Background: an optimization exercise with open tools, aiming at small area, a short achievable clock period and few clock cycles. Do not read the settings as production practice. Function was checked by simulation only, so behaviour that the tests miss may differ from the original. Power and IR drop assume default switching activity.

==> design.v <==
`timescale 1ns/10ps
module  ATCONV(
	input		clk,
	input		reset,
	output	reg	busy,
	input		ready,
	output reg	[11:0]	iaddr,
	input signed [12:0]	idata,
	output	reg 	cwr,
	output  reg	[11:0]	caddr_wr,
	output reg 	[12:0] 	cdata_wr,
	output	 	crd,
	output 	[11:0] 	caddr_rd,
	input 	[12:0] 	cdata_rd,
	output reg 	csel
	);
assign crd = 1'b0;
assign caddr_rd = 12'd0;
localparam [12:0] BIAS = 13'h1FF4;    
localparam [12:0] NBIAS = 13'h000C;   
reg        done;        
reg        ending;      
reg  [5:0] bi;          
reg        g;           
reg        p0, p1, p2;  
reg        vm1;         
reg        c_fl;        
wire [5:0] x = iaddr[5:0];
reg  [12:0] din;         
wire hold = reset | ~busy & ~ready;
wire       col_end = p2 & g;                       
wire       row_end = col_end & ~vm1 & (x == 6'd63);
wire [4:0] bip = bi[4:0] + 5'd1;
wire [4:0] bim = bi[4:0] - 5'd1;
wire       vm1_n = row_end | vm1 & ~col_end;
wire [5:0] x_n = (col_end & ~vm1) ? x + 6'd1 : x;   
wire [5:0] row_n = p0 ? {bi[4:0], g} :
                   p1 ? ((bi[4:0] == 5'd31) ? 6'd63 : {bip, g}) :
                   row_end ? {bi[4:0], 1'b0} :
                   (bi[4:0] == 5'd0) ? 6'd0 : {bim, ~g};
always @(posedge clk) begin
	if (hold) begin
		bi <= 6'd0;
		g <= 1'b0;
		p0 <= 1'b1; p1 <= 1'b0; p2 <= 1'b0;
		vm1 <= 1'b1;
		c_fl <= 1'b1;
		iaddr <= 12'd0;
	end else begin
		if (row_end) bi <= bi + 6'd1;
		if (p2) g <= ~g;
		p0 <= p2; p1 <= p0; p2 <= p1;
		vm1 <= vm1_n;
		c_fl <= vm1_n | (x_n == 6'd0);
		iaddr <= {row_n, x_n};
	end
end
always @(posedge clk) begin
	if (reset) begin
		busy <= 1'b0;
		done <= 1'b0;
	end else begin
		if (~busy & ~done & ready) busy <= 1'b1;
		if (ending) begin
			busy <= 1'b0;
			done <= 1'b1;
		end
	end
end
reg f_valid, f_valid2;
always @(posedge clk) begin
	if (reset) begin
		f_valid <= 1'b0;
		f_valid2 <= 1'b0;
	end else begin
		f_valid <= c_fl ? (bi != 6'd0) : ~(~vm1 & (x == 6'd1));
		f_valid2 <= f_valid;
	end
end
reg [12:7] din_h;
reg        fl_lo, fl_hi;
always @(posedge clk) begin
	din <= idata;
	din_h <= din[12:7];
	fl_lo <= c_fl;
	fl_hi <= fl_lo;
end
reg  [11:0] sf0, sf1, sf2, sf3;
wire [12:0] sx1 = {1'b1, sf1};
wire [12:0] sx3 = {1'b1, sf3};
reg  [12:0] pf0, pf1, pf2, pf3;
reg  [11:0] acc_s;
reg  [12:0] acc_c, acc_o;
reg         cy_s, cy_c, cy_o;   
wire [12:0] sterm = p2 ? {2'b0, din[12:2]} : {4'b0, din[12:4]};
wire [12:0] nsterm = ~sterm;
wire [12:0] cterm = p2 ? din : ~{3'b0, din[12:3]};
wire [12:0] left  = fl_lo ? sx3 : sx1;
wire [12:0] o_add = ~fl_lo ? nsterm :
                    p1 ? (vm1 ? sx3 : sx1) :
                    p2 ? NBIAS : 13'd0;
wire [12:0] dh      = {din_h, 7'd0};
wire [12:0] sterm_h = p0 ? {2'b0, dh[12:2]} : {4'b0, dh[12:4]};
wire [12:0] nsterm_h = ~sterm_h;
wire [12:0] cterm_h = p0 ? dh : ~{3'b0, dh[12:3]};
wire [12:0] left_h  = fl_hi ? sx3 : sx1;
wire [12:0] o_add_h = ~fl_hi ? nsterm_h :
                      p2 ? (vm1 ? sx3 : sx1) : 13'd0;
function [7:0] add7;
	input [6:0] a, b;
	input       ci;
	reg   [6:0] p, gg, pp;
	integer     k, i, j;
	begin
		p  = a ^ b;
		gg = a & b;
		gg[0] = gg[0] | (p[0] & ci);
		pp = p;
		for (k = 0; k < 3; k = k + 1)
			for (i = 0; i < 7; i = i + 1)
				if (i[k]) begin
					j = ((i >> k) << k) - 1;
					gg[i] = gg[i] | (pp[i] & gg[j]);
					pp[i] = pp[i] & pp[j];
				end
		add7 = {gg[6], p ^ {gg[5:0], ci}};
	end
endfunction
function [5:0] add6;
	input [5:0] a, b;
	input       ci;
	reg   [5:0] p, gg, pp;
	integer     k, i, j;
	begin
		p  = a ^ b;
		gg = a & b;
		gg[0] = gg[0] | (p[0] & ci);
		pp = p;
		for (k = 0; k < 3; k = k + 1)
			for (i = 0; i < 6; i = i + 1)
				if (i[k]) begin
					j = ((i >> k) << k) - 1;
					gg[i] = gg[i] | (pp[i] & gg[j]);
					pp[i] = pp[i] & pp[j];
				end
		add6 = p ^ {gg[4:0], ci};
	end
endfunction
wire [7:0] s_lo = add7(p1 ? BIAS[6:0] : acc_s[6:0], nsterm[6:0], 1'b1);
wire [7:0] c_lo = add7(p1 ? left[6:0] : acc_c[6:0], cterm[6:0], ~p2);
wire [7:0] o_lo = add7(p1 ? pf1[6:0] : acc_o[6:0], o_add[6:0], ~fl_lo);
wire [4:0] s_hi = (p2 ? BIAS[11:7] : acc_s[11:7]) + nsterm_h[11:7] + {4'd0, cy_s};
wire [5:0] c_hi = add6(p2 ? left_h[12:7] : acc_c[12:7], cterm_h[12:7], cy_c);
wire [5:0] o_hi = add6(p2 ? pf1[12:7] : acc_o[12:7], o_add_h[12:7], cy_o);
always @(posedge clk) begin
	{cy_s, acc_s[6:0]} <= s_lo;
	{cy_c, acc_c[6:0]} <= c_lo;
	{cy_o, acc_o[6:0]} <= o_lo;
	acc_s[11:7] <= s_hi;
	acc_c[12:7] <= c_hi;
	acc_o[12:7] <= o_hi;
end
wire finish = busy & p1;
wire finish_h = busy & p2;
always @(posedge clk) begin
	if (finish) begin
		sf0[6:0] <= sf1[6:0]; sf1[6:0] <= sf2[6:0]; sf2[6:0] <= sf3[6:0]; sf3[6:0] <= acc_s[6:0];
		pf0[6:0] <= pf1[6:0]; pf1[6:0] <= pf2[6:0]; pf2[6:0] <= pf3[6:0]; pf3[6:0] <= acc_c[6:0];
	end
	if (finish_h) begin
		sf0[11:7] <= sf1[11:7]; sf1[11:7] <= sf2[11:7]; sf2[11:7] <= sf3[11:7]; sf3[11:7] <= acc_s[11:7];
		pf0[12:7] <= pf1[12:7]; pf1[12:7] <= pf2[12:7]; pf2[12:7] <= pf3[12:7]; pf3[12:7] <= acc_c[12:7];
	end
end
reg  [11:0] mx;
reg         wr0_h, l1;
wire        wr0 = finish & f_valid2 & ~ending;
wire [11:0] l0v = acc_o[12] ? 12'd0 : {acc_o[11:7], cdata_wr[6:0]};
always @(posedge clk) begin
	if (reset) begin
		cwr <= 1'b0;
		csel <= 1'b1;
		caddr_wr <= 12'h3FF;
		wr0_h <= 1'b0;
		l1 <= 1'b0;
		ending <= 1'b0;
	end else begin
		wr0_h <= wr0;
		l1 <= wr0_h & ~csel & ~caddr_wr[6] & caddr_wr[0];
		cwr <= wr0_h | l1;
		if (wr0)
			cdata_wr[6:0] <= acc_o[6:0];
		if (wr0_h) begin
			cdata_wr <= {1'b0, l0v};
			csel <= 1'b0;
			if (csel)
				caddr_wr <= {caddr_wr[9:5] + {4'd0, &caddr_wr[4:0]}, 1'b0, caddr_wr[4:0] + 5'd1, 1'b0};
			else if (~caddr_wr[6])
				caddr_wr[6] <= 1'b1;
			else begin
				caddr_wr[6] <= 1'b0;
				caddr_wr[0] <= 1'b1;
			end
		end else if (l1) begin
			cdata_wr <= {{1'b0, mx[11:4]} + {8'd0, mx[3:0] != 4'd0}, 4'd0};
			csel <= 1'b1;
			caddr_wr <= {2'b00, caddr_wr[11:7], caddr_wr[5:1]};
			if ((&caddr_wr[11:7]) & (&caddr_wr[5:1])) ending <= 1'b1;
		end
	end
end
always @(posedge clk) begin
	if (wr0_h & (csel | (l0v > mx)))
		mx <= l0v;
end
endmodule
==> run.sh <==
#!/bin/bash
# synth_recipe.tcl (not shown) runs the flow's synth.tcl, then flattens the netlist and writes it again
# the make line also repeats each setting of config.mk as NAME=value (left out here)
make -C /OpenROAD-flow-scripts/flow DESIGN_CONFIG=/design/flow/config.mk WORK_HOME=/design/flow/orfs CLKGATE_MAP_FILE= SYNTH_SCRIPT=/design/flow/synth_recipe.tcl finish
==> config.mk <==
export PLATFORM = sky130hd
export DESIGN_NAME = ATCONV
export DESIGN_NICKNAME = ATCONV
export VERILOG_FILES = /design/flow/design.v
export SDC_FILE = /design/flow/constraint.sdc
export NUM_CORES = 4
export LEC_CHECK = 0
export CAP_MARGIN = 20
export CORE_MARGIN = 2
export CORE_UTILIZATION = 40
export PLACE_DENSITY = 0.6
export SETUP_SLACK_MARGIN = 2.7
export SLEW_MARGIN = 20
==> constraint.sdc <==
create_clock -name core_clock -period 5.0 [get_ports {clk}]
set_input_delay 1.0000 -clock core_clock [delete_from_list [all_inputs] [get_ports {clk}]]
set_output_delay 1.0000 -clock core_clock [all_outputs]
set_load 0.01 [all_outputs]
==> impl_metrics.env, run 1 <==
export IMPL_yosys_top_cells_count="dfxtp_1, edfxtp_1, nor2_1"
export IMPL_cp_arrival_ns=2.85
export IMPL_crit_chain="buf_8 -> mux2i_2 -> o21ai_2 -> fa_2 -> fa_2 -> a21o_1 -> a21oi_2 -> fa_2 -> inv_1"
export IMPL_gp_congestion=0.770
export IMPL_crit_slowest_cell="fa_2"
export IMPL_synthFlopType="dfxtp_1"
export IMPL_cts_buffer_depth=3
export IMPL_layout_drive_gt1_share=0.200
export IMPL_cp_required_ns=5.44
export IMPL_hold_violations=0
export IMPL_fin_cells=1245
export IMPL_fin_area_um2=11600
export IMPL_finalClockSkew_ns=0.0205
export IMPL_tightest_slew_ns=0.666
export IMPL_clkTransAtPathRegs_ns=0.06
export IMPL_crit_buf_inv=2
export IMPL_p_per_area_nw_per_um2=406
export IMPL_cpMostUsedCell="fa_2"
export IMPL_maxSlewViolCount=0
export IMPL_fp_row_count=56
export IMPL_synth_area_um2=9420
export IMPL_vias=5993
export IMPL_setup_viol=0
export IMPL_routedWlPerCell_um=15.0
export IMPL_drt_pass1_iterations=4
export IMPL_relSlewSlack=0.555
export IMPL_clock_sinks=207
export IMPL_place_inst=1159
export IMPL_max_stage_delay_ns=0.44
export IMPL_multi_input_area_um2=4070
export IMPL_grt_pass1_wl_mm=29.6
export IMPL_yosys_top_cells_area="edfxtp_1, dfxtp_1, ha_1"
export IMPL_synth_edff_count=100
export IMPL_port_buffers=55
export IMPL_nFillCells=2124
export IMPL_grt_start_max_net_pins=44
export IMPL_synth_top_area_frac=0.319
export IMPL_place_area_um2=10300
export IMPL_period_share=0.482
export IMPL_cts_hold_buffers=0
export IMPL_remaining_drc_errors=0
export IMPL_htreeDepth=1
export IMPL_min_period_ns=2.41
export IMPL_cts_buffers=23
export IMPL_dpl_hpwl_mm=12.0
export IMPL_cp_end_kind="register"
export IMPL_drt_iter0_markers=252
export IMPL_fin_nets=1006
export IMPL_cts_tree="done"
export IMPL_start_util=0.405
export IMPL_ir_drop_mv=0.257
export IMPL_synth_warnings=1
export IMPL_grt_usage=0.150
export IMPL_die_y_um=157
export IMPL_antenna_found_initial=0
export IMPL_synth_seq_cells=207
export IMPL_core_area_um2=23300
export IMPL_syn_avg_cell_area_um2=11.6
export IMPL_p_leak_nw=4.75
export IMPL_clock_latency_ns=0.51
export IMPL_async_flop_share=0
export IMPL_register_area_um2=5200
export IMPL_clockRootBuffer="clkbuf_16"
export IMPL_yosysUniqueCellTypes=55
export IMPL_drt_wl_total_mm=18.7
export IMPL_critPathKind="register to register"
export IMPL_die_area_um2=24800
export IMPL_yosys_area_top_type="edfxtp_1"
export IMPL_seq_area_frac_synth=0.546
export IMPL_rsz0062_at_grt="true"
export IMPL_fmax_mhz=415
export IMPL_syn2layout_area_growth_pct=23.5
export IMPL_crit_fanout=5
export IMPL_dieWidth_um=157
export IMPL_grt_ovfl_total=0
export IMPL_yosysMostFrequentCell="dfxtp_1"
export IMPL_ant_nets=0
export IMPL_tns_ns=0
export IMPL_vias_per_cell=4.81
export IMPL_drv_cap=0
export IMPL_post_route_util=0.500
export IMPL_antenna_diode_count=0
export IMPL_grt_pass1_vias=5765
export IMPL_status="finished clean"
export IMPL_worstSetupStartpointType="register"
export IMPL_synthCells=812
export IMPL_io_pins=82
export IMPL_min_path_type="register to register"
export IMPL_crit_family="adder cells"
==> per-stage QoR <==
step / setup WS [ns] / power [mW] / hold WS, ns
6_report: 2.59 / 4.72 / 0.326
3_3_place_gp: 1.84 / 3.07 / 0.313
5_1_grt: 2.50 / 5.02 / 0.343
2_1_floorplan: 2.42 / 2.89 / 0.310
4_1_cts: 2.48 / 4.73 / 0.334
3_5_place_dp: 1.84 / 3.11 / 0.315
==> final cells by class <==
type,instances,area share
clock buffer,34,0.0539
timing repair buffer,105,0.0894
clock inverter,8,0.00613
tap,319,0.0343
inverter,60,0.0200
sequential,207,0.447
multi-input combinational,512,0.349
==> cell usage in the layout, fill, tap and decap left out, types with 18 or more instances in the layout <==
cell / n
a21oi_1: 23
buf_4: 36
clkbuf_16: 26
dfxtp_1: 81
dfxtp_2: 18
dlygate4sd2_1: 41
edfxtp_1: 100
ha_1: 47
inv_1: 56
mux2i_1: 38
nand2_1: 40
nor2_1: 63
nor2b_1: 19
o21ai_0: 27
xnor2_1: 27
==> routing by layer <==
layer,global-route usage,wire length [um],part of all wire
met2,0.240,8310,0.45
met3,0.0245,720,0.039
met5,0,0,0
met4,0.0359,347,0.019
met1,0.213,9280,0.50
==> timing repair <==
| action | 4_1_cts | 5_1_grt |
|---|---|---|
| pin swaps | 2 | 24 |
| setup buffers | 19 | 20 |
| resized for setup | 106 | 26 |
| cloned | 1 | 4 |
| endpoints found under the setup margin | 147 | 38 |
==> power breakdown <==
part / internal (mW) / switching, mW / total [mW]
Clock: 0.921 / 0.651 / 1.57
Combinational: 0.492 / 0.487 / 0.979
Sequential: 2.04 / 0.132 / 2.17
Total: 3.46 / 1.27 / 4.72
==> cell families (layout without fill, tap and decap cells) <==
| group | count (synthesis) | in the layout | synth area share |
|---|---|---|---|
| other | 1 | 13 | 0.000398 |
| flip-flops | 207 | 207 | 0.546 |
| buffers and inverters | 106 | 207 | 0.0496 |
| AO/OA/AOI/OAI | 136 | 136 | 0.0941 |
| adder cells (fa/ha/maj) | 68 | 68 | 0.107 |
| XOR/XNOR | 38 | 38 | 0.0353 |
| multiplexers | 53 | 53 | 0.0578 |
| AND/OR/NAND/NOR | 203 | 204 | 0.109 |
==> registers in the layout (all words and copies together), names as in the netlist, 13 cells and up <==
signal	count
pf1	13
acc_c	13
cdata_wr	13
pf2	13
acc_o	13
din	13
pf3	13
==> path summary, 6_finish.rpt <==
kind          endpoint     from  slack, ns  cells past startpoint
min reg2reg  din_h[12]  din[12]       0.33                      0
max          acc_o[11]      vm1       2.59                      9
min          din_h[12]  din[12]       0.33                      0
max reg2reg  acc_o[11]      vm1       2.59                      9
Testbench counts, summed over its fixed seeds: cycles 199,952.
==> run 2: changes to the inputs <==
--- a/config.mk
+++ b/config.mk
@@ -10,4 +10,4 @@
 export CORE_UTILIZATION = 40
 export PLACE_DENSITY = 0.6
-export SETUP_SLACK_MARGIN = 2.7
+export SETUP_SLACK_MARGIN = 2.6
 export SLEW_MARGIN = 20
==> run 2 against run 1 <==
- flip-flop and latch count is the same
- fmax decreased by 1.3%
- critical endpoint unchanged
- still clean on timing, DRC and antenna
- core utilization rose by 0.66 points
- largest cell class unchanged
- combinational power rose by 0.7%
==> impl_metrics.env, run 2 <==
export IMPL_grt_ovfl_total=0
export IMPL_min_period_ns=2.44
export IMPL_cts_buffer_depth=3
export IMPL_min_path_type="register to register"
export IMPL_layout_drive_gt1_share=0.197
export IMPL_clock_sinks=207
export IMPL_clkTransAtPathRegs_ns=0.06
export IMPL_htreeDepth=1
export IMPL_rr_worst_depth=8
export IMPL_hold_violations=0
export IMPL_dieWidth_um=157
export IMPL_yosys_area_top_type="edfxtp_1"
export IMPL_cpMostUsedCell="fa_2"
export IMPL_final_common_cell="edfxtp_1"
export IMPL_p_leak_nw=4.83
export IMPL_worstSetupStartpointType="register"
export IMPL_syn2layout_area_growth_pct=25.2
export IMPL_yosys_top_cells_count="dfxtp_1, edfxtp_1, nor2_1"
export IMPL_grt_pass1_vias=5858
export IMPL_grt_usage=0.153
export IMPL_tns_ns=0
export IMPL_clockRootBuffer="clkbuf_16"
export IMPL_yosysMostFrequentCell="dfxtp_1"
export IMPL_yosysUniqueCellTypes=55
export IMPL_start_util=0.405
export IMPL_setup_viol=0
export IMPL_grt_start_max_net_pins=44
export IMPL_die_y_um=157
export IMPL_grt_pass1_wl_mm=30.4
export IMPL_vias=5945
export IMPL_crit_slowest_cell="dfxtp_4"
export IMPL_reg2reg_slack_ns=2.56
export IMPL_antenna_found_initial=0
export IMPL_fin_nets=1000
export IMPL_port_buffers=55
export IMPL_drv_cap=0
export IMPL_ir_drop_mv=0.303
export IMPL_io_pins=82
export IMPL_finalClockSkew_ns=0.0122
export IMPL_gp_congestion=0.790
export IMPL_max_stage_delay_ns=0.43
export IMPL_status="finished clean"
export IMPL_post_route_util=0.507
export IMPL_synth_top_area_frac=0.319
export IMPL_synthFlopType="dfxtp_1"
export IMPL_tightest_slew_ns=0.767
export IMPL_fp_row_count=56
export IMPL_synth_area_um2=9420
export IMPL_async_flop_share=0
export IMPL_yosys_top_cells_area="edfxtp_1, dfxtp_1, ha_1"
export IMPL_cts_buffers=24
export IMPL_min_to="din_h[12]"
export IMPL_drt_wl_total_mm=18.7
export IMPL_synth_seq_cells=207
export IMPL_remaining_drc_errors=0
export IMPL_crit_chain="buf_12 -> mux2_4 -> fa_2 -> fa_2 -> a21o_1 -> a21oi_2 -> fa_1 -> inv_1"
export IMPL_nFillCells=2127
export IMPL_critPathKind="register to register"
export IMPL_synthCells=812
export IMPL_antenna_diode_count=0
export IMPL_drt_iter0_markers=232
export IMPL_p_per_area_nw_per_um2=425
export IMPL_maxSlewViolCount=0
export IMPL_hold_depth=0
export IMPL_fmax_mhz=410
export IMPL_cp_arrival_ns=2.89
export IMPL_reg2reg_to="acc_o[11]"
export IMPL_mostFrequentLayoutCells="edfxtp_1, dfxtp_1, nor2_1"
export IMPL_drt_pass1_iterations=4
export IMPL_relSlewSlack=0.488
export IMPL_cts_tree="done"
export IMPL_synth_edff_count=100
export IMPL_clock_latency_ns=0.51
export IMPL_routedWlPerCell_um=15.1
export IMPL_cp_end_kind="register"
export IMPL_crit_fanout=8
export IMPL_core_area_um2=23300
export IMPL_cp_required_ns=5.45
export IMPL_dpl_hpwl_mm=11.9
export IMPL_die_area_um2=24800
export IMPL_ant_nets=0
export IMPL_vias_per_cell=4.79
export IMPL_hold_start="din[12]"
export IMPL_timing_rr_start="p2"
export IMPL_seq_area_frac_synth=0.546
export IMPL_rsz0062_at_grt="true"
export IMPL_period_share=0.488
export IMPL_synth_warnings=1
export IMPL_syn_avg_cell_area_um2=11.6
==> run 2: cell counts after synthesis <==
No cell type changed its count.
==> run 2: what timing repair did <==
item,in CTS,in global routing
setup buffers,24,10
cloned,3,0
setup endpoints to repair,91,42
pin swaps,9,13
resized for setup,90,30
hold buffers,0,0
==> run 2: area by class of cell <==
| type | count | area, um^2 | share of cell area |
|---|---|---|---|
| clock buffers | 31 | 711 | 0.0603 |
| clock inverters | 13 | 150 | 0.0127 |
| inverters | 60 | 233 | 0.0197 |
| multi-input cells | 511 | 4030 | 0.342 |
| flip-flops and latches | 207 | 5190 | 0.440 |
| well taps | 319 | 399 | 0.0339 |
| repair buffers | 99 | 1070 | 0.0906 |
==> run 2: how the worst max path moves through the flow <==
stage                     startpoint         to  slack (ns)  depth (start not counted)
final                             p2  acc_o[11]        2.56                          8
after global routing           fl_lo   acc_c[5]        2.48                         11
after CTS                   iaddr[0]   iaddr[0]        2.49                          1
after detailed placement          p2  acc_o[11]        1.86                          8
after global placement            p0  acc_o[12]        1.86                         10
after floorplan                   p2  acc_c[11]        2.42                         12
==> run 2: cells by family (layout without fill, tap and decap cells) <==
kind of cell,after synthesis,in the layout,share of synthesized area
flops,207,207,0.546
compound gates,136,136,0.0941
other cells,1,13,0.000398
fa+ha+maj,68,68,0.107
buf+inv,106,203,0.0496
xor+xnor,38,38,0.0353
mux,53,53,0.0578
simple gates,203,203,0.109
==> run 2: critical path: cells and delay by family (launching register included) <==
family / cells / cell delay, ns
adders and majority gates: 3 / 1.14
AOI/OAI and AO/OA: 2 / 0.31
muxes: 1 / 0.30
DFF: 1 / 0.43
buffers and inverters: 2 / 0.20
==> run 2: metal layers <==
metal / global-route usage / routed length (um) / up-vias
li1: - / - / 3011
met2: 0.244 / 8390 / 106
met1: 0.218 / 9190 / 2796
met3: 0.0264 / 816 / 32
met5: 0 / 0 / -
met4: 0.0381 / 330 / 0
==> run 2: report_power, final <==
part	internal [mW]	switching [mW]	total [mW]
clock network	1.16	0.691	1.85
registers	2.04	0.126	2.17
logic	0.488	0.498	0.986
==> run 2: through the flow <==
step / instances / power (mW) / hold WS (ns) / worst slack (ns) / cell area (um^2)
floorplan: 824 / 2.89 / 0.310 / 2.42 / 9560
global placement: 1159 / 3.07 / 0.314 / 1.86 / 10300
detailed placement: 1159 / 3.12 / 0.316 / 1.86 / 10300
CTS: 1230 / 5.03 / 0.329 / 2.49 / 11600
global route: 1240 / 5.31 / 0.331 / 2.48 / 11800
finish: 1240 / 5.01 / 0.326 / 2.56 / 11800
==> run 3: changes to the inputs <==
--- a/config.mk
+++ b/config.mk
@@ -9,5 +9,7 @@
 export CORE_MARGIN = 2
 export CORE_UTILIZATION = 40
+export CTS_CLUSTER_DIAMETER = 80
+export CTS_CLUSTER_SIZE = 30
 export PLACE_DENSITY = 0.6
-export SETUP_SLACK_MARGIN = 2.6
+export SETUP_SLACK_MARGIN = 2.65
 export SLEW_MARGIN = 20
==> run 3 against run 2 <==
- critical path depth up 2
- hold slack better by 0.0098 ns
- final cell count down 2.1%
- fmax down 0.93%
- via count down 0.87%
- die area unchanged
- critical endpoint is now acc_o[4]
- still clean on timing, DRC and antenna
- critical path type unchanged
- non-clock buffer count down 4
- sequential share of layout area up 2.1 points
==> impl_metrics.env, run 3 <==
export IMPL_status="finished clean"
export IMPL_finalClockSkew_ns=0.0487
export IMPL_dieWidth_um=157
export IMPL_core_area_um2=23300
export IMPL_yosysMostFrequentCell="dfxtp_1"
export IMPL_power_share_switching=0.290
export IMPL_cts_tree="done"
export IMPL_drt_pass1_iterations=4
export IMPL_grt_pass1_vias=5626
export IMPL_synthFlopType="dfxtp_1"
export IMPL_met2_length_mm=8.11
export IMPL_pwr_share_comb=0.223
export IMPL_top_layer="met4"
export IMPL_cpMostUsedCell="fa_2"
export IMPL_synth_edff_count=100
export IMPL_tns_ns=0
export IMPL_dr_wl_met3_um=565
export IMPL_synth_seq_cells=207
export IMPL_async_flop_share=0
export IMPL_yosys_top_cells_area="edfxtp_1, dfxtp_1, ha_1"
export IMPL_clock_sinks=207
export IMPL_grt_pass1_wl_mm=28.8
export IMPL_synth_area_um2=9420
export IMPL_rr_worst_depth=10
export IMPL_cts_buffer_depth=3
export IMPL_routedWlPerCell_um=14.8
export IMPL_synth_warnings=1
export IMPL_power_mw=4.26
export IMPL_crit_chain="buf_12 -> o21ai_4 -> o22a_1 -> fa_2 -> inv_2 -> fa_2 -> a21o_1 -> a21oi_2 -> fa_2 -> inv_1"
export IMPL_syn2layout_area_growth_pct=19.9
export IMPL_pwr_share_seq=0.507
export IMPL_reg2reg_slack_ns=2.54
export IMPL_min_period_ns=2.46
export IMPL_yosys_top_cells_count="dfxtp_1, edfxtp_1, nor2_1"
export IMPL_fin_nets=985
export IMPL_port_buffers=55
export IMPL_drv_cap=0
export IMPL_ant_nets=0
export IMPL_fin_area_um2=11300
export IMPL_place_inst=1159
export IMPL_p_per_area_nw_per_um2=377
export IMPL_min_path_type="register to register"
export IMPL_p_switching_mw=1.24
export IMPL_vias=5893
export IMPL_clkTransAtPathRegs_ns=0.10
export IMPL_crit_buf_inv=3
export IMPL_layout_drive_gt1_share=0.177
export IMPL_fmax_mhz=406
export IMPL_worstSetupStartpointType="register"
export IMPL_crit_family="adder cells"
export IMPL_htreeDepth=1
export IMPL_setup_viol=0
export IMPL_place_area_um2=10300
export IMPL_fin_cells=1214
export IMPL_cp_arrival_ns=2.87
export IMPL_seq_area_frac_synth=0.546
export IMPL_mostFrequentLayoutCells="edfxtp_1, dfxtp_1, nor2_1"
export IMPL_relSlewSlack=0.533
export IMPL_post_route_util=0.485
export IMPL_crit_start="p2"
export IMPL_syn_avg_cell_area_um2=11.6
export IMPL_drt_wl_total_mm=18.0
export IMPL_rsz0062_at_grt="true"
export IMPL_vias_per_cell=4.85
export IMPL_tightest_slew_ns=0.700
export IMPL_timing_rr_start="p2"
export IMPL_max_stage_delay_ns=0.45
export IMPL_antenna_found_initial=0
export IMPL_cp_required_ns=5.41
export IMPL_p_int_mw=3.02
export IMPL_fp_row_count=56
export IMPL_grt_usage=0.147
export IMPL_drt_iter0_markers=232
export IMPL_clock_latency_ns=0.50
export IMPL_grt_ovfl_total=0
export IMPL_synth_top_area_frac=0.319
export IMPL_ir_drop_mv=0.196
export IMPL_reg2reg_to="acc_o[4]"
export IMPL_period_share=0.493
export IMPL_path_depth=10
export IMPL_hold_violations=0
export IMPL_crit_fanout=7
export IMPL_crit_slowest_cell="fa_2"
export IMPL_dpl_hpwl_mm=11.8
export IMPL_die_y_um=157
export IMPL_remaining_drc_errors=0
export IMPL_gp_congestion=0.777
export IMPL_critPathKind="register to register"
export IMPL_cts_hold_buffers=0
export IMPL_die_area_um2=24800
export IMPL_clockRootBuffer="clkbuf_16"
export IMPL_io_pins=82
export IMPL_nFillCells=2144
export IMPL_clockPowerShare=0.271
export IMPL_yosys_area_top_type="edfxtp_1"
export IMPL_crit_end="acc_o[4]"
export IMPL_p_leak_nw=4.62
export IMPL_antenna_diode_count=0
export IMPL_grt_start_max_net_pins=44
export IMPL_drt_met1_wl_mm=8.93
export IMPL_final_common_cell="edfxtp_1"
export IMPL_maxSlewViolCount=0
export IMPL_yosysUniqueCellTypes=55
export IMPL_cp_end_kind="register"
export IMPL_synthCells=812
export IMPL_cts_buffers=13
export IMPL_start_util=0.405
[run 3: how the worst min path moves through the flow]
stage / end / depth (start not counted) / slack [ns] / startpoint
final: din_h[12] / 0 / 0.34 / din[12]
after global routing: din_h[11] / 0 / 0.35 / din[11]
after CTS: din_h[12] / 0 / 0.34 / din[12]
after detailed placement: din_h[11] / 0 / 0.31 / din[11]
after global placement: din_h[11] / 0 / 0.31 / din[11]
after floorplan: din_h[11] / 0 / 0.31 / din[11]
[run 3: power groups by stage]
stage	sequential [mW]	clock (mW)	combinational [mW]
after floorplan	2.15	0	0.746
after global placement	2.20	0	0.871
after detailed placement	2.21	0	0.893
after CTS	2.16	1.20	0.945
after global routing	2.19	1.25	1.10
final	2.16	1.15	0.948
[run 3: final cells by class]
cell class	instances	area, um^2	area share
multi-input cells	511	4040	0.358
well taps	319	399	0.0354
clock inverters	9	110	0.00975
repair buffers	95	976	0.0864
flip-flops and latches	207	5220	0.462
clock buffers	13	325	0.0288
inverters	60	225	0.0199
[run 3: routing by layer]
layer	vias up	global-route usage
met4	0	0.0403
met5	-	0
met2	102	0.234
met3	26	0.0215
li1	2969	-
met1	2796	0.209
[run 3: stage by stage]
| step | setup WS [ns] | hold slack, ns |
|---|---|---|
| floorplan | 2.42 | 0.310 |
| global placement | 1.86 | 0.311 |
| detailed placement | 1.82 | 0.315 |
| CTS | 2.47 | 0.340 |
| global route | 2.45 | 0.347 |
| finish | 2.54 | 0.336 |
[run 3: logic make-up (layout without fill, tap and decap cells)]
logic type / after synthesis / in the layout / synth area share
adder cells (fa/ha/maj): 68 / 68 / 0.107
other: 1 / 13 / 0.000398
AO/OA/AOI/OAI: 136 / 136 / 0.0941
multiplexers: 53 / 53 / 0.0578
buffers and inverters: 106 / 177 / 0.0496
XOR/XNOR: 38 / 38 / 0.0353
AND/OR/NAND/NOR: 203 / 203 / 0.109
flip-flops: 207 / 207 / 0.546
[run 3: worst register-to-register path, cell delays in order, from the launching register on]
cell and delay, ns:
dfxtp_4 0.38, buf_12 0.14, o21ai_4 0.16, o22a_1 0.24, fa_2 0.22, inv_2 0.04, fa_2 0.33, a21o_1 0.18
a21oi_2 0.17, fa_2 0.45, inv_1 0.06
[run 3: repair_timing]
item,CTS,global route
setup endpoints to repair,83,42
gates resized for setup,107,25
buffers inserted,19,11
pin swaps,14,12
gates cloned,3,0
==> run 4: changes to the inputs <==
--- a/config.mk
+++ b/config.mk
@@ -9,6 +9,4 @@
 export CORE_MARGIN = 2
 export CORE_UTILIZATION = 40
-export CTS_CLUSTER_DIAMETER = 80
-export CTS_CLUSTER_SIZE = 30
 export PLACE_DENSITY = 0.6
 export SETUP_SLACK_MARGIN = 2.65
==> run 4 against run 3 <==
- still clean
- clock-buffer cell count up 22
- clock skew down 0.029 ns
- final area up 1.8%
- core utilization up 0.89 points
- combinational power up 0.4%
- worst setup slack better by 0.048 ns
- global-route usage up 0.40 points
- die area unchanged
- synthesized cell count unchanged
- critical path depth up 1
- critical endpoint unchanged
- largest power group unchanged
- highest routed layer unchanged
==> impl_metrics.env, run 4 <==
export IMPL_clockRootBuffer="clkbuf_16"
export IMPL_layout_drive_gt1_share=0.178
export IMPL_max_stage_delay_ns=0.45
export IMPL_p_leak_nw=4.71
export IMPL_synth_seq_cells=207
export IMPL_drv_cap=0
export IMPL_cp_end_kind="register"
export IMPL_nFillCells=2124
export IMPL_crit_chain="buf_12 -> buf_12 -> nand2_4 -> o22a_1 -> fa_2 -> inv_2 -> fa_2 -> a21o_1 -> a21oi_2 -> fa_2 -> inv_1"
export IMPL_synthCells=812
export IMPL_clkTransAtPathRegs_ns=0.06
export IMPL_fmax_mhz=414
export IMPL_clock_sinks=207
export IMPL_period_share=0.483
export IMPL_drt_pass1_iterations=4
export IMPL_crit_slowest_cell="fa_2"
export IMPL_relSlewSlack=0.549
export IMPL_remaining_drc_errors=0
export IMPL_grt_pass1_vias=5813
export IMPL_synth_top_area_frac=0.319
export IMPL_tns_ns=0
export IMPL_grt_ovfl_total=0
export IMPL_cp_required_ns=5.44
export IMPL_drt_iter0_markers=190
export IMPL_status="finished clean"
export IMPL_post_route_util=0.494
export IMPL_dpl_hpwl_mm=11.8
export IMPL_port_buffers=55
export IMPL_htreeDepth=1
export IMPL_min_path_type="register to register"
export IMPL_yosys_top_cells_count="dfxtp_1, edfxtp_1, nor2_1"
export IMPL_syn2layout_area_growth_pct=22.1
export IMPL_fin_area_um2=11500
export IMPL_ant_nets=0
export IMPL_io_pins=82
export IMPL_yosys_area_top_type="edfxtp_1"
export IMPL_synth_warnings=1
export IMPL_place_area_um2=10300
export IMPL_start_util=0.405
export IMPL_dieWidth_um=157
export IMPL_core_area_um2=23300
export IMPL_routedWlPerCell_um=14.8
export IMPL_grt_start_max_net_pins=44
export IMPL_syn_avg_cell_area_um2=11.6
export IMPL_die_y_um=157
export IMPL_worstSetupStartpointType="register"
export IMPL_grt_pass1_wl_mm=29.8
export IMPL_drt_wl_total_mm=18.2
export IMPL_grt_usage=0.151
export IMPL_async_flop_share=0
export IMPL_antenna_found_initial=0
export IMPL_gp_congestion=0.777
export IMPL_synth_area_um2=9420
export IMPL_die_area_um2=24800
export IMPL_yosys_top_cells_area="edfxtp_1, dfxtp_1, ha_1"
export IMPL_seq_area_frac_synth=0.546
export IMPL_vias=5892
export IMPL_fp_row_count=56
export IMPL_synthFlopType="dfxtp_1"
export IMPL_setup_viol=0
export IMPL_cts_buffers=23
export IMPL_yosysUniqueCellTypes=55
export IMPL_fin_cells=1230
export IMPL_ir_drop_mv=0.315
export IMPL_crit_fanout=5
export IMPL_synth_edff_count=100
export IMPL_rsz0062_at_grt="true"
export IMPL_tightest_slew_ns=0.677
export IMPL_cts_hold_buffers=0
export IMPL_crit_buf_inv=4
export IMPL_finalClockSkew_ns=0.0192
export IMPL_cts_buffer_depth=3
export IMPL_p_per_area_nw_per_um2=406
export IMPL_vias_per_cell=4.79
export IMPL_mostFrequentLayoutCells="edfxtp_1, dfxtp_1, nor2_1"
export IMPL_final_common_cell="edfxtp_1"
export IMPL_min_period_ns=2.41
export IMPL_place_inst=1159
export IMPL_critPathKind="register to register"
export IMPL_yosysMostFrequentCell="dfxtp_1"
export IMPL_clock_latency_ns=0.51
export IMPL_antenna_diode_count=0
export IMPL_maxSlewViolCount=0
export IMPL_fin_nets=991
export IMPL_crit_family="adder cells"
export IMPL_cts_tree="done"
export IMPL_hold_violations=0
export IMPL_cp_arrival_ns=2.86
export IMPL_cpMostUsedCell="fa_2"
==> run 4: cell counts after synthesis <==
Identical to the previous run, type by type.
==> run 4: power by group <==
part	switching (mW)	internal (mW)	leakage, nW
Combinational	0.485	0.467	2.58
Clock	0.652	0.902	0.337
Sequential	0.124	2.04	1.79
Total	1.26	3.41	4.71
==> run 4: path summary, 6_finish.rpt <==
path / startpoint / endpoint / slack, ns / cells after the start
worst max-delay path: fl_lo / acc_o[4] / 2.59 / 11
worst max register to register: fl_lo / acc_o[4] / 2.59 / 11
worst min-delay path: din[11] / din_h[11] / 0.32 / 0
worst min register to register: din[11] / din_h[11] / 0.32 / 0
==> run 4: worst register-to-register path, delay by kind of cell (launching register included) <==
kind / cells / cell delay, ns
simple gates: 1 / 0.10
compound gates: 3 / 0.57
flops: 1 / 0.35
buf+inv: 4 / 0.34
fa+ha+maj: 3 / 1.00
==> run 4: cells by family (layout without fill, tap and decap cells) <==
group | count (synthesis) | in the layout | synth area share
fa+ha+maj | 68 | 68 | 0.107
buf+inv | 106 | 193 | 0.0496
simple gates | 203 | 203 | 0.109
compound gates | 136 | 136 | 0.0941
other cells | 1 | 13 | 0.000398
xor+xnor | 38 | 38 | 0.0353
mux | 53 | 53 | 0.0578
flops | 207 | 207 | 0.546
==> run 4: timing repair <==
item                                   in CTS  in global routing
pin swaps                                  15                  8
setup buffers                              24                  2
endpoints found under the hold margin       0                  0
setup endpoints to repair                  89                 32
gates cloned                                3                  0
gates resized for setup                   109                 17
==> run 4: layout make-up <==
cell class / instances / area, um^2 / area share
timing repair buffer: 91 / 961 / 0.0836
clock inverter: 7 / 41.3 / 0.00359
clock buffer: 35 / 652 / 0.0567
inverter: 60 / 225 / 0.0196
multi-input combinational: 511 / 4020 / 0.350
tap: 319 / 399 / 0.0347
sequential: 207 / 5200 / 0.452
==> run 4: layer usage <==
layer / vias to the layer above / global-route usage / routed length (um) / part of all wire
met4: 0 / 0.0342 / 333 / 0.018
met1: 2763 / 0.215 / 9100 / 0.50
li1: 2988 / - / - / -
met3: 24 / 0.0273 / 759 / 0.042
met2: 117 / 0.239 / 8030 / 0.44
met5: - / 0 / 0 / 0
==> run 4: per-stage QoR <==
stage	power, mW	setup slack, ns	hold WS [ns]
2_1_floorplan	2.89	2.42	0.310
3_3_place_gp	3.07	1.86	0.311
3_5_place_dp	3.10	1.82	0.315
4_1_cts	4.72	2.55	0.329
5_1_grt	4.97	2.48	0.335
6_report	4.67	2.59	0.324
==> run 5: changes to the inputs <==
--- a/config.mk
+++ b/config.mk
@@ -6,8 +6,8 @@
 export NUM_CORES = 4
 export LEC_CHECK = 0
-export CAP_MARGIN = 20
+export CAP_MARGIN = 5
 export CORE_MARGIN = 2
 export CORE_UTILIZATION = 40
 export PLACE_DENSITY = 0.6
 export SETUP_SLACK_MARGIN = 2.65
-export SLEW_MARGIN = 20
+export SLEW_MARGIN = 5
==> run 5 against run 4 <==
- sequential power about the same
- first-iteration DRC count unchanged
- combinational power about the same
- worst setup slack unchanged
- largest power group unchanged
- still clean
==> impl_metrics.env, run 5 <==
export IMPL_p_leak_nw=4.71
export IMPL_htreeDepth=1
export IMPL_synthFlopType="dfxtp_1"
export IMPL_grt_pass1_wl_mm=29.8
export IMPL_drt_wl_total_mm=18.2
export IMPL_yosysMostFrequentCell="dfxtp_1"
export IMPL_vias=5892
export IMPL_min_to="din_h[11]"
export IMPL_hold_start="din[11]"
export IMPL_dpl_hpwl_mm=11.8
export IMPL_grt_usage=0.151
export IMPL_hold_violations=0
export IMPL_multi_input_area_um2=4020
export IMPL_cp_end_kind="register"
export IMPL_yosys_top_cells_area="edfxtp_1, dfxtp_1, ha_1"
export IMPL_yosys_area_top_type="edfxtp_1"
export IMPL_cp_required_ns=5.44
export IMPL_synth_edff_count=100
export IMPL_crit_chain="buf_12 -> buf_12 -> nand2_4 -> o22a_1 -> fa_2 -> inv_2 -> fa_2 -> a21o_1 -> a21oi_2 -> fa_2 -> inv_1"
export IMPL_setup_viol=0
export IMPL_grt_start_max_net_pins=44
export IMPL_grt_pass1_vias=5813
export IMPL_status="finished clean"
export IMPL_synth_top_area_frac=0.319
export IMPL_cp_arrival_ns=2.86
export IMPL_cts_buffers=23
export IMPL_power_mw=4.67
export IMPL_rsz0062_at_grt="true"
export IMPL_tns_ns=0
export IMPL_antenna_found_initial=0
export IMPL_async_flop_share=0
export IMPL_critPathKind="register to register"
export IMPL_maxSlewViolCount=0
export IMPL_syn2layout_area_growth_pct=22.1
export IMPL_seq_area_frac_synth=0.546
export IMPL_ir_drop_mv=0.315
export IMPL_gp_congestion=0.777
export IMPL_synthCells=812
export IMPL_grt_ovfl_total=0
export IMPL_fp_row_count=56
export IMPL_clkTransAtPathRegs_ns=0.06
export IMPL_crit_fanout=5
export IMPL_remaining_drc_errors=0
export IMPL_reg2reg_slack_ns=2.59
export IMPL_synth_area_um2=9420
export IMPL_fmax_mhz=414
export IMPL_cts_buffer_depth=3
export IMPL_clock_sinks=207
export IMPL_layout_drive_gt1_share=0.178
export IMPL_drt_iter0_markers=190
export IMPL_drv_cap=0
export IMPL_cpMostUsedCell="fa_2"
export IMPL_worstSetupStartpointType="register"
export IMPL_relSlewSlack=0.549
export IMPL_routedWlPerCell_um=14.8
export IMPL_dieWidth_um=157
export IMPL_p_per_area_nw_per_um2=406
export IMPL_register_area_um2=5200
export IMPL_max_stage_delay_ns=0.45
export IMPL_rr_worst_depth=11
export IMPL_hold_depth=0
export IMPL_die_area_um2=24800
export IMPL_final_common_cell="edfxtp_1"
export IMPL_yosysUniqueCellTypes=55
export IMPL_port_buffers=55
export IMPL_die_y_um=157
export IMPL_crit_family="adder cells"
export IMPL_reg2reg_to="acc_o[4]"
export IMPL_synth_seq_cells=207
export IMPL_min_path_type="register to register"
export IMPL_nFillCells=2124
export IMPL_timing_rr_start="fl_lo"
export IMPL_io_pins=82
export IMPL_syn_avg_cell_area_um2=11.6
export IMPL_fin_nets=991
export IMPL_crit_buf_inv=4
export IMPL_clock_latency_ns=0.51
export IMPL_start_util=0.405
export IMPL_period_share=0.483
export IMPL_antenna_diode_count=0
export IMPL_crit_slowest_cell="fa_2"
export IMPL_finalClockSkew_ns=0.0192
export IMPL_yosys_top_cells_count="dfxtp_1, edfxtp_1, nor2_1"
export IMPL_synth_warnings=1
export IMPL_ant_nets=0
export IMPL_mostFrequentLayoutCells="edfxtp_1, dfxtp_1, nor2_1"
export IMPL_drt_pass1_iterations=4
export IMPL_core_area_um2=23300
export IMPL_tightest_slew_ns=0.677
export IMPL_cts_tree="done"
export IMPL_clockRootBuffer="clkbuf_16"
export IMPL_vias_per_cell=4.79
export IMPL_min_period_ns=2.41
==> run 5: cell counts after synthesis <==
No cell type changed its count.
==> run 5: stage by stage <==
stage	utilization	worst slack [ns]	std cells	hold slack, ns	area, um^2
after global routing	0.494	2.48	1230	0.335	11500
final	0.494	2.59	1230	0.324	11500
after CTS	0.491	2.55	1228	0.329	11400
after detailed placement	0.442	1.82	1159	0.315	10300
after global placement	0.442	1.86	1159	0.311	10300
after floorplan	-	2.42	824	0.310	9560
==> run 5: area by class of cell <==
type | instances | area share
sequential | 207 | 0.452
clock inverter | 7 | 0.00359
multi-input combinational | 511 | 0.350
timing repair buffer | 91 | 0.0836
inverter | 60 | 0.0196
clock buffer | 35 | 0.0567
tap | 319 | 0.0347
==> run 5: routing by layer <==
metal / wire length, um / GRT usage
met1: 9100 / 0.215
met2: 8030 / 0.239
met3: 759 / 0.0273
met4: 333 / 0.0342
met5: 0 / 0
==> run 5: cell families (layout without fill, tap and decap cells) <==
group	Yosys count	after routing	share of synthesized area
AO/OA/AOI/OAI	136	136	0.0941
buffers and inverters	106	193	0.0496
multiplexers	53	53	0.0578
other	1	13	0.000398
adder cells (fa/ha/maj)	68	68	0.107
XOR/XNOR	38	38	0.0353
AND/OR/NAND/NOR	203	203	0.109
flip-flops	207	207	0.546
==> run 5: worst max-delay path by stage <==
stage / slack (ns) / startpoint / endpoint / cells after the start
final: 2.59 / fl_lo / acc_o[4] / 11
after global routing: 2.48 / vm1 / acc_o[4] / 10
after CTS: 2.55 / fl_lo / acc_o[4] / 11
after detailed placement: 1.82 / reset / c_fl / 4
after global placement: 1.86 / reset / c_fl / 4
after floorplan: 2.42 / p2 / acc_c[11] / 12
==> run 5: what timing repair did <==
| item | CTS | global route |
|---|---|---|
| pin swaps | 15 | 8 |
| setup endpoints to repair | 89 | 36 |
| buffers inserted | 24 | 2 |
| hold buffers | 0 | 0 |
| gates cloned | 3 | 0 |
| gates resized for setup | 109 | 18 |
==> run 5: worst reg2reg max path, stage by stage (launching register included) <==
cell and delay (ns):
dfxtp_4 0.35, buf_12 0.12, buf_12 0.12, nand2_4 0.10, o22a_1 0.21, fa_2 0.22
inv_2 0.04, fa_2 0.33, a21o_1 0.18, a21oi_2 0.18, fa_2 0.45, inv_1 0.06
==> run 5: power by group <==
part / total, mW / switching, mW / internal [mW]
registers: 2.17 / 0.124 / 2.04
clock network: 1.55 / 0.652 / 0.902
logic: 0.952 / 0.485 / 0.467
==> run 6: changes to the inputs <==
==> flow/run.sh (new file) <==
#!/bin/bash
# The standard layout (the standard.sh: its synthesis, floorplan, power
# grid, placement, clock tree and routing, unchanged), except that the input
# and output port buffers are plain buf_2 cells instead of the delay cells that
# buffer_ports picks by default. The whole flow's output goes to standard.log.
export BUFFER_PORTS_ARGS="-buffer_cell sky130_fd_sc_hd__buf_2"
bash standard.sh > standard.log 2>&1
==> standard.sh (new file) <==
#!/bin/bash
# synth_recipe.tcl (not shown) runs the flow's synth.tcl, then flattens the netlist and writes it again
# the make line also repeats each setting of config.mk as NAME=value (left out here)
make -C /OpenROAD-flow-scripts/flow DESIGN_CONFIG=/design/flow/config.mk WORK_HOME=/design/flow/orfs CLKGATE_MAP_FILE= SYNTH_SCRIPT=/design/flow/synth_recipe.tcl "${@:-finish}"
--- a/config.mk
+++ b/config.mk
@@ -6,8 +6,8 @@
 export NUM_CORES = 4
 export LEC_CHECK = 0
-export CAP_MARGIN = 5
+export CAP_MARGIN = 20
 export CORE_MARGIN = 2
 export CORE_UTILIZATION = 40
 export PLACE_DENSITY = 0.6
 export SETUP_SLACK_MARGIN = 2.65
-export SLEW_MARGIN = 5
+export SLEW_MARGIN = 20
removed: run.sh
==> run 6 against run 5 <==
- critical path depth unchanged
- combinational power about the same
- critical endpoint unchanged
- still clean on timing, DRC and antenna
- worst setup slack worse by 0.027 ns
- clock power up 11%
- fmax down 1.1%
- register-to-register slack worse by 0.03 ns
- largest power group unchanged
==> impl_metrics.env, run 6 <==
export IMPL_status="finished clean"
export IMPL_die_y_um=157
export IMPL_drt_pass1_iterations=4
export IMPL_p_per_area_nw_per_um2=428
export IMPL_p_leak_nw=4.67
export IMPL_core_area_um2=23300
export IMPL_yosysMostFrequentCell="dfxtp_1"
export IMPL_rsz0062_at_grt="true"
export IMPL_tightest_slew_ns=0.609
export IMPL_syn2layout_area_growth_pct=20.1
export IMPL_grt_ovfl_total=0
export IMPL_drt_wl_total_mm=18.6
export IMPL_yosysUniqueCellTypes=55
export IMPL_relSlewSlack=0.590
export IMPL_synth_seq_cells=207
export IMPL_cts_hold_buffers=0
export IMPL_async_flop_share=0
export IMPL_layout_drive_gt1_share=0.236
export IMPL_dpl_hpwl_mm=11.9
export IMPL_clock_sinks=207
export IMPL_cts_tree="done"
export IMPL_cts_buffer_depth=3
export IMPL_clockRootBuffer="clkbuf_16"
export IMPL_vias=5958
export IMPL_synth_area_um2=9420
export IMPL_finalClockSkew_ns=0.0183
export IMPL_cp_arrival_ns=2.89
export IMPL_seq_area_frac_synth=0.546
export IMPL_synth_top_area_frac=0.319
export IMPL_yosys_top_cells_count="dfxtp_1, edfxtp_1, nor2_1"
export IMPL_power_mw=4.84
export IMPL_crit_fanout=5
export IMPL_drt_iter0_markers=301
export IMPL_tns_ns=0
export IMPL_maxSlewViolCount=0
export IMPL_start_util=0.405
export IMPL_vias_per_cell=4.81
export IMPL_synth_edff_count=100
export IMPL_min_period_ns=2.44
export IMPL_grt_start_max_net_pins=44
export IMPL_synthFlopType="dfxtp_1"
export IMPL_syn_avg_cell_area_um2=11.6
export IMPL_hold_violations=0
export IMPL_cp_required_ns=5.45
export IMPL_mostFrequentLayoutCells="dfxtp_1, edfxtp_1, nor2_1"
export IMPL_grt_usage=0.152
export IMPL_fin_nets=999
export IMPL_port_buffers=55
export IMPL_dieWidth_um=157
export IMPL_setup_viol=0
export IMPL_clock_latency_ns=0.51
export IMPL_min_path_type="register to register"
export IMPL_synth_warnings=1
export IMPL_reg2reg_slack_ns=2.56
export IMPL_antenna_found_initial=0
export IMPL_remaining_drc_errors=0
export IMPL_synthCells=812
export IMPL_fmax_mhz=410
export IMPL_ir_drop_mv=0.317
export IMPL_critPathKind="register to register"
export IMPL_routedWlPerCell_um=15.0
export IMPL_worstSetupStartpointType="register"
export IMPL_gp_congestion=0.774
export IMPL_die_area_um2=24800
export IMPL_cp_end_kind="register"
export IMPL_hold_depth=0
export IMPL_drv_cap=0
export IMPL_cts_buffers=23
export IMPL_rr_worst_depth=11
export IMPL_grt_pass1_wl_mm=30.1
export IMPL_fp_row_count=56
export IMPL_yosys_top_cells_area="edfxtp_1, dfxtp_1, ha_1"
export IMPL_io_pins=82
export IMPL_grt_pass1_vias=5900
export IMPL_clkTransAtPathRegs_ns=0.06
export IMPL_period_share=0.488
export IMPL_ant_nets=0
export IMPL_antenna_diode_count=0
export IMPL_yosys_area_top_type="edfxtp_1"
export IMPL_htreeDepth=1
[run 6: per-stage QoR]
stage / setup WS (ns) / hold slack [ns] / cell area [um^2] / instances / utilization
6_report: 2.56 / 0.320 / 11300 / 1238 / 0.486
2_1_floorplan: 2.42 / 0.310 / 9560 / 824 / -
3_3_place_gp: 1.76 / 0.311 / 10000 / 1159 / 0.430
3_5_place_dp: 1.76 / 0.314 / 10000 / 1159 / 0.430
4_1_cts: 2.52 / 0.327 / 11100 / 1225 / 0.479
5_1_grt: 2.47 / 0.335 / 11300 / 1238 / 0.486
[run 6: cells by family after synthesis]
group,count (synthesis),synth area share
compound gates,136,0.0941
xor+xnor,38,0.0353
fa+ha+maj,68,0.107
buf+inv,106,0.0496
flops,207,0.546
mux,53,0.0578
other cells,1,0.000398
simple gates,203,0.109
[run 6: final timing paths]
path         startpoint   endpoint
max               fl_lo   acc_o[4]
min             din[11]  din_h[11]
max reg2reg       fl_lo   acc_o[4]
min reg2reg     din[11]  din_h[11]
[run 6: what timing repair did]
action,in CTS,in global routing
setup buffers,23,13
endpoints found under the setup margin,97,28
hold endpoints to repair,0,0
resized for setup,46,17
gates cloned,1,0
pin swaps,9,11
[run 6: layout make-up]
| class | count | area, um^2 |
|---|---|---|
| Clock buffer | 28 | 624 |
| Sequential cell | 207 | 5170 |
| Multi-Input combinational cell | 511 | 4020 |
| Tap cell | 319 | 399 |
| Clock inverter | 14 | 153 |
| Timing Repair Buffer | 99 | 713 |
| Fill cell | 2167 | 12000 |
| Inverter | 60 | 233 |
[run 6: report_power, final]
group	total (mW)	internal, mW	switching (mW)
Sequential	2.17	2.04	0.128
Clock	1.72	1.04	0.672
Combinational	0.953	0.465	0.489
Total	4.84	3.55	1.29
[run 6: critical path, stage by stage, from the launching register on]
cell and delay (ns):
dfxtp_4 0.35, buf_12 0.12, buf_4 0.14, nand2_4 0.10, o22a_1 0.21, fa_2 0.23
inv_2 0.04, fa_2 0.33, a21o_1 0.18, a21oi_2 0.17, fa_2 0.45, inv_1 0.05
[run 6: layer usage]
layer / up-vias / GRT usage / wire [um]
li1: 3005 / - / -
met1: 2804 / 0.209 / 8830
met2: 123 / 0.254 / 8560
met3: 26 / 0.0264 / 924
met4: 0 / 0.0320 / 300
met5: - / 0 / 0
==> run 7: changes to the inputs <==
==> flow/run.sh (replaced) <==
#!/bin/bash
# The standard layout (the standard.sh: its synthesis, floorplan, power
# grid, placement, clock tree and routing, unchanged), except that the input
# and output port buffers are plain buf_1 cells instead of the delay cells that
# buffer_ports picks by default. The whole flow's output goes to standard.log.
export BUFFER_PORTS_ARGS="-buffer_cell sky130_fd_sc_hd__buf_1"
bash standard.sh > standard.log 2>&1
--- a/config.mk
+++ b/config.mk
@@ -10,4 +10,4 @@
 export CORE_UTILIZATION = 40
 export PLACE_DENSITY = 0.6
-export SETUP_SLACK_MARGIN = 2.65
+export SETUP_SLACK_MARGIN = 2.55
 export SLEW_MARGIN = 20
==> run 7 against run 6 <==
- power down 3.7%
- synthesized area is the same
- clock-buffer cell count rose by 8
- flip-flop and latch count did not move
- sequential power hardly changed
- clock power shrank 9%
- final cell count is 0.81% lower
- fmax is 1.5% lower
- first-iteration DRC count is 27% higher
- core utilization is 1.3 points lower
- critical endpoint is now acc_c[5]
- largest cell class unchanged
==> impl_metrics.env, run 7 <==
export IMPL_crit_fanout=3
export IMPL_fin_cells=1228
export IMPL_place_area_um2=9940
export IMPL_reg2reg_slack_ns=2.52
export IMPL_grt_ovfl_total=0
export IMPL_yosysUniqueCellTypes=55
export IMPL_reg2reg_to="acc_c[5]"
export IMPL_worstSetupStartpointType="register"
export IMPL_power_mw=4.66
export IMPL_synthCells=812
export IMPL_post_route_util=0.473
export IMPL_setup_viol=0
export IMPL_remaining_drc_errors=0
export IMPL_dpl_hpwl_mm=11.7
export IMPL_routedWlPerCell_um=14.9
export IMPL_grt_usage=0.147
export IMPL_ant_nets=0
export IMPL_synth_area_um2=9420
export IMPL_synth_seq_cells=207
export IMPL_htreeDepth=1
export IMPL_start_util=0.405
export IMPL_maxSlewViolCount=0
export IMPL_dieWidth_um=157
export IMPL_core_area_um2=23300
export IMPL_yosys_top_cells_area="edfxtp_1, dfxtp_1, ha_1"
export IMPL_fin_area_um2=11000
export IMPL_crit_end="acc_c[5]"
export IMPL_yosys_top_cells_count="dfxtp_1, edfxtp_1, nor2_1"
export IMPL_relSlewSlack=0.254
export IMPL_p_leak_nw=4.41
export IMPL_cts_buffer_depth=3
export IMPL_place_inst=1160
export IMPL_nFillCells=2158
export IMPL_grt_start_max_net_pins=44
export IMPL_die_y_um=157
export IMPL_grt_pass1_vias=5562
export IMPL_io_pins=82
export IMPL_antenna_found_initial=0
export IMPL_cp_arrival_ns=2.88
export IMPL_antenna_diode_count=0
export IMPL_die_area_um2=24800
export IMPL_clkTransAtPathRegs_ns=0.06
export IMPL_drt_iter0_markers=381
export IMPL_vias_per_cell=4.78
export IMPL_grt_pass1_wl_mm=28.9
export IMPL_tightest_slew_ns=1.10
export IMPL_hold_depth=0
export IMPL_crit_start="fl_lo"
export IMPL_vias=5869
export IMPL_layout_drive_gt1_share=0.149
export IMPL_rsz0062_at_grt="true"
export IMPL_p_per_area_nw_per_um2=424
export IMPL_fmax_mhz=404
export IMPL_cts_hold_buffers=0
export IMPL_drt_wl_total_mm=18.2
export IMPL_cts_buffers=23
export IMPL_synth_warnings=1
export IMPL_clock_sinks=207
export IMPL_clock_latency_ns=0.51
export IMPL_fin_nets=990
export IMPL_gp_congestion=0.773
export IMPL_synth_edff_count=100
export IMPL_tns_ns=0
export IMPL_seq_area_frac_synth=0.546
export IMPL_yosysMostFrequentCell="dfxtp_1"
export IMPL_hold_violations=0
export IMPL_finalClockSkew_ns=0.0232
export IMPL_critPathKind="register to register"
export IMPL_timing_rr_start="fl_lo"
export IMPL_min_path_type="register to register"
export IMPL_syn_avg_cell_area_um2=11.6
export IMPL_drv_cap=0
export IMPL_mostFrequentLayoutCells="dfxtp_1, edfxtp_1, nor2_1"
export IMPL_status="finished clean"
export IMPL_fp_row_count=56
export IMPL_min_period_ns=2.48
export IMPL_clockRootBuffer="clkbuf_16"
export IMPL_port_buffers=55
export IMPL_period_share=0.496
export IMPL_syn2layout_area_growth_pct=16.9
export IMPL_cts_tree="done"
export IMPL_async_flop_share=0
export IMPL_synthFlopType="dfxtp_1"
export IMPL_cp_end_kind="register"
export IMPL_ir_drop_mv=0.290
export IMPL_rr_worst_depth=11
export IMPL_yosys_area_top_type="edfxtp_1"
export IMPL_drt_pass1_iterations=6
export IMPL_cp_required_ns=5.40
export IMPL_synth_top_area_frac=0.319
==> run 7: cell counts after synthesis <==
Identical to the previous run, type by type.
==> run 7: worst min-delay path by stage <==
stage	endpoint	startpoint	slack [ns]
4_1_cts	din_h[11]	din[11]	0.33
3_5_place_dp	din_h[11]	din[11]	0.31
6_report	din_h[12]	din[12]	0.33
3_3_place_gp	din_h[12]	din[12]	0.31
2_1_floorplan	din_h[11]	din[11]	0.31
5_1_grt	din_h[12]	din[12]	0.34
==> run 7: cell type report <==
class | instances | area, um^2 | share of cell area
Timing Repair Buffer | 90 | 553 | 0.0503
Clock inverter | 5 | 27.5 | 0.00250
Sequential cell | 207 | 5170 | 0.470
Clock buffer | 36 | 666 | 0.0605
Multi-Input combinational cell | 511 | 3960 | 0.360
Inverter | 60 | 229 | 0.0208
Tap cell | 319 | 399 | 0.0363
==> run 7: kinds of logic (layout without fill, tap and decap cells) <==
logic type               after synthesis  in the layout  share of synthesized area
AO/OA/AOI/OAI                        136            136                     0.0941
adder cells (fa/ha/maj)               68             68                      0.107
flip-flops                           207            207                      0.546
XOR/XNOR                              38             38                     0.0353
AND/OR/NAND/NOR                      203            203                      0.109
multiplexers                          53             53                     0.0578
other                                  1             13                   0.000398
buffers and inverters                106            191                     0.0496
==> run 7: through the flow <==
step / hold WS [ns] / worst slack [ns]
5_1_grt: 0.335 / 2.44
3_3_place_gp: 0.313 / 1.82
6_report: 0.326 / 2.52
2_1_floorplan: 0.310 / 2.42
3_5_place_dp: 0.314 / 1.81
4_1_cts: 0.328 / 2.49
==> run 7: per-layer routing <==
metal	vias up	share of wire	GRT usage
met5	-	0	0
li1	2982	-	-
met3	26	0.045	0.0242
met2	137	0.44	0.235
met1	2724	0.49	0.208
met4	0	0.022	0.0411
==> run 7: report_power, final <==
part	switching [mW]	internal (mW)	leakage (nW)	total [mW]
clock network	0.651	0.913	0.340	1.56
logic	0.477	0.454	2.28	0.931
registers	0.125	2.04	1.79	2.17
==> run 7: what timing repair did <==
item                       CTS  global route
pin swaps                    3            17
buffers inserted            18             8
gates resized for setup     29            23
setup endpoints to repair   47            22
cloned                       1             0
==> run 7: worst max-delay path, cell delays in order, from the launching register on <==
cell	delay (ns)
dfxtp_4	0.35
buf_12	0.10
mux2i_1	0.16
nor2_1	0.07
a21oi_2	0.12
fa_2	0.20
inv_2	0.04
fa_2	0.38
a21o_1	0.19
a21o_1	0.22
fa_2	0.40
xor2_1	0.14
==> run 8: changes to the inputs <==
--- a/config.mk
+++ b/config.mk
@@ -10,4 +10,4 @@
 export CORE_UTILIZATION = 40
 export PLACE_DENSITY = 0.6
-export SETUP_SLACK_MARGIN = 2.55
+export SETUP_SLACK_MARGIN = 2.65
 export SLEW_MARGIN = 20
==> run 8 against run 7 <==
- register-to-register slack gained 0.06 ns
- flip-flop and latch count is the same
- final area is 1.5% higher
- largest cell class unchanged
==> impl_metrics.env, run 8 <==
export IMPL_yosys_top_cells_area="edfxtp_1, dfxtp_1, ha_1"
export IMPL_crit_end="acc_o[11]"
export IMPL_synth_top_area_frac=0.319
export IMPL_syn2layout_area_growth_pct=18.6
export IMPL_layout_drive_gt1_share=0.168
export IMPL_mostFrequentLayoutCells="edfxtp_1, dfxtp_1, nor2_1"
export IMPL_worstSetupStartpointType="register"
export IMPL_p_leak_nw=4.48
export IMPL_min_period_ns=2.42
export IMPL_crit_slowest_cell="fa_2"
export IMPL_drt_pass1_iterations=4
export IMPL_synth_seq_cells=207
export IMPL_final_common_cell="edfxtp_1"
export IMPL_gp_congestion=0.776
export IMPL_relSlewSlack=0.281
export IMPL_clkTransAtPathRegs_ns=0.06
export IMPL_dpl_hpwl_mm=11.8
export IMPL_async_flop_share=0
export IMPL_synthCells=812
export IMPL_die_y_um=157
export IMPL_io_pins=82
export IMPL_ir_drop_mv=0.283
export IMPL_cts_tree="done"
export IMPL_timing_rr_start="p2"
export IMPL_use_met1=0.213
export IMPL_fp_row_count=56
export IMPL_antenna_found_initial=0
export IMPL_tightest_slew_ns=1.06
export IMPL_setup_viol=0
export IMPL_seq_area_frac_synth=0.546
export IMPL_vias=5939
export IMPL_max_stage_delay_ns=0.43
export IMPL_cts_buffer_depth=3
export IMPL_drv_cap=0
export IMPL_antenna_diode_count=0
export IMPL_period_share=0.484
export IMPL_syn_avg_cell_area_um2=11.6
export IMPL_yosysMostFrequentCell="dfxtp_1"
export IMPL_core_area_um2=23300
export IMPL_synth_edff_count=100
export IMPL_synthFlopType="dfxtp_1"
export IMPL_cp_required_ns=5.45
export IMPL_htreeDepth=1
export IMPL_reg2reg_to="acc_o[11]"
export IMPL_crit_start="p2"
export IMPL_maxSlewViolCount=0
export IMPL_post_route_util=0.480
export IMPL_crit_chain="buf_12 -> mux2_4 -> fa_2 -> fa_2 -> a21o_1 -> a21oi_2 -> fa_2 -> inv_1"
export IMPL_reg2reg_slack_ns=2.58
export IMPL_grt_usage=0.148
export IMPL_cp_end_kind="register"
export IMPL_yosysUniqueCellTypes=55
export IMPL_min_path_type="register to register"
export IMPL_crit_buf_inv=2
export IMPL_remaining_drc_errors=0
export IMPL_drt_wl_total_mm=18.1
export IMPL_die_area_um2=24800
export IMPL_rsz0062_at_grt="true"
export IMPL_fmax_mhz=413
export IMPL_layout_setup_ws_ns=2.58
export IMPL_clock_sinks=207
export IMPL_hold_violations=0
export IMPL_start_util=0.405
export IMPL_synth_warnings=1
export IMPL_crit_family="adder cells"
export IMPL_finalClockSkew_ns=0.0142
export IMPL_grt_busiest_layer="met2"
export IMPL_status="finished clean"
export IMPL_routedWlPerCell_um=14.6
export IMPL_crit_fanout=7
export IMPL_yosys_top_cells_count="dfxtp_1, edfxtp_1, nor2_1"
export IMPL_port_buffers=55
export IMPL_fin_nets=998
export IMPL_grt_pass1_vias=5685
export IMPL_grt_pass1_wl_mm=29.3
export IMPL_grtUsageMet3=0.0242
export IMPL_ant_nets=0
export IMPL_tns_ns=0
export IMPL_p_per_area_nw_per_um2=422
export IMPL_yosys_area_top_type="edfxtp_1"
export IMPL_synth_area_um2=9420
export IMPL_cpMostUsedCell="fa_2"
export IMPL_grt_ovfl_total=0
export IMPL_drt_iter0_markers=277
export IMPL_hold_start="din[11]"
export IMPL_path_depth=8
export IMPL_cts_buffers=23
export IMPL_clockRootBuffer="clkbuf_16"
export IMPL_place_ws_ns=1.78
export IMPL_rr_worst_depth=8
export IMPL_grt_start_max_net_pins=44
export IMPL_clock_latency_ns=0.51
export IMPL_critPathKind="register to register"
export IMPL_met2_usage=0.234
export IMPL_dieWidth_um=157
export IMPL_cp_arrival_ns=2.87
export IMPL_vias_per_cell=4.80
[run 8: per-layer routing]
layer	share of wire	vias up
li1	-	3001
met1	0.50	2782
met2	0.44	122
met3	0.040	34
met4	0.025	0
met5	0	-
[run 8: timing repair]
action                                  in CTS  in global routing
buffers inserted                            19                 14
endpoints found under the setup margin     117                 26
hold buffers                                 0                  0
gates cloned                                 1                  1
pin swaps                                   10                 15
gates resized for setup                     43                 15
[run 8: worst register-to-register path: stages, from the launching register on]
cell,delay [ns]
dfxtp_4,0.41
buf_12,0.13
mux2_4,0.30
fa_2,0.36
fa_2,0.36
a21o_1,0.18
a21oi_2,0.14
fa_2,0.43
inv_1,0.05
[run 8: worst min path at each step]
stage	cells after the start	endpoint	slack, ns
final	0	din_h[11]	0.32
after global routing	0	din_h[11]	0.34
after floorplan	0	din_h[11]	0.31
after CTS	0	din_h[11]	0.33
after detailed placement	0	din_h[11]	0.31
after global placement	0	din_h[11]	0.31
[run 8: power by group]
| part | switching, mW | internal (mW) |
|---|---|---|
| sequential | 0.125 | 2.04 |
| clock | 0.674 | 0.933 |
| combinational | 0.477 | 0.457 |
[run 8: area by class of cell]
cell class,instances,area (um^2)
fillers,2154,12100
multi-input cells,511,3990
well taps,319,399
flip-flops and latches,207,5170
repair buffers,98,652
inverters,60,233
clock inverters,13,103
clock buffers,29,618
[run 8: metrics by stage]
stage	hold WS (ns)	instance area [um^2]	total power [mW]	std cells
floorplan	0.310	9560	2.89	824
global placement	0.311	9940	3.06	1160
detailed placement	0.312	9940	3.10	1160
CTS	0.325	11000	4.75	1222
global route	0.337	11200	5.00	1237
finish	0.325	11200	4.71	1237
[run 8: cells by family after synthesis]
| family | synth area share |
|---|---|
| muxes | 0.0578 |
| and+or+nand+nor | 0.109 |
| AOI/OAI and AO/OA | 0.0941 |
| other | 0.000398 |
| adders and majority gates | 0.107 |
| DFF | 0.546 |
| buffers and inverters | 0.0496 |
| xor gates and xnor gates | 0.0353 |

## port drivers added, routing unchanged
Ports are ideal in the flow. The routed layouts listed here were re-timed in OpenROAD. Step 1 assumes that a clkbuf_16 drives the clock port and a buf_2 every other input. Step 2, shift: input delay + t, output delay - t, t = (earliest + latest rising clock arrival at the registers) / 2. This alone moves slack from input paths to output paths. Slacks: ideal / step 1 / step 2; pairs: ideal / step 1.
run | shift t [ns] | setup slack, ns | worst setup path after step 2 | cell pins on the clock port's net
run 1 | 0.546 | 2.592 / 2.592 / 2.373 | input to register | 1
run 2 | 0.551 | 2.560 / 2.560 / 2.443 | input to register | 1
run 3 | 0.528 | 2.537 / 2.537 / 2.256 | input to register | 1
run 4 | 0.539 | 2.585 / 2.585 / 2.289 | input to register | 1
run 5 | 0.539 | 2.585 / 2.585 / 2.289 | input to register | 1
run 6 | 0.545 | 2.558 / 2.558 / 2.558 | register to register | 1
run 7 | 0.549 | 2.522 / 2.522 / 2.522 | register to register | 1
run 8 | 0.550 | 2.579 / 2.579 / 2.579 | register to register | 1
After both steps setup and hold are still met in every run listed.
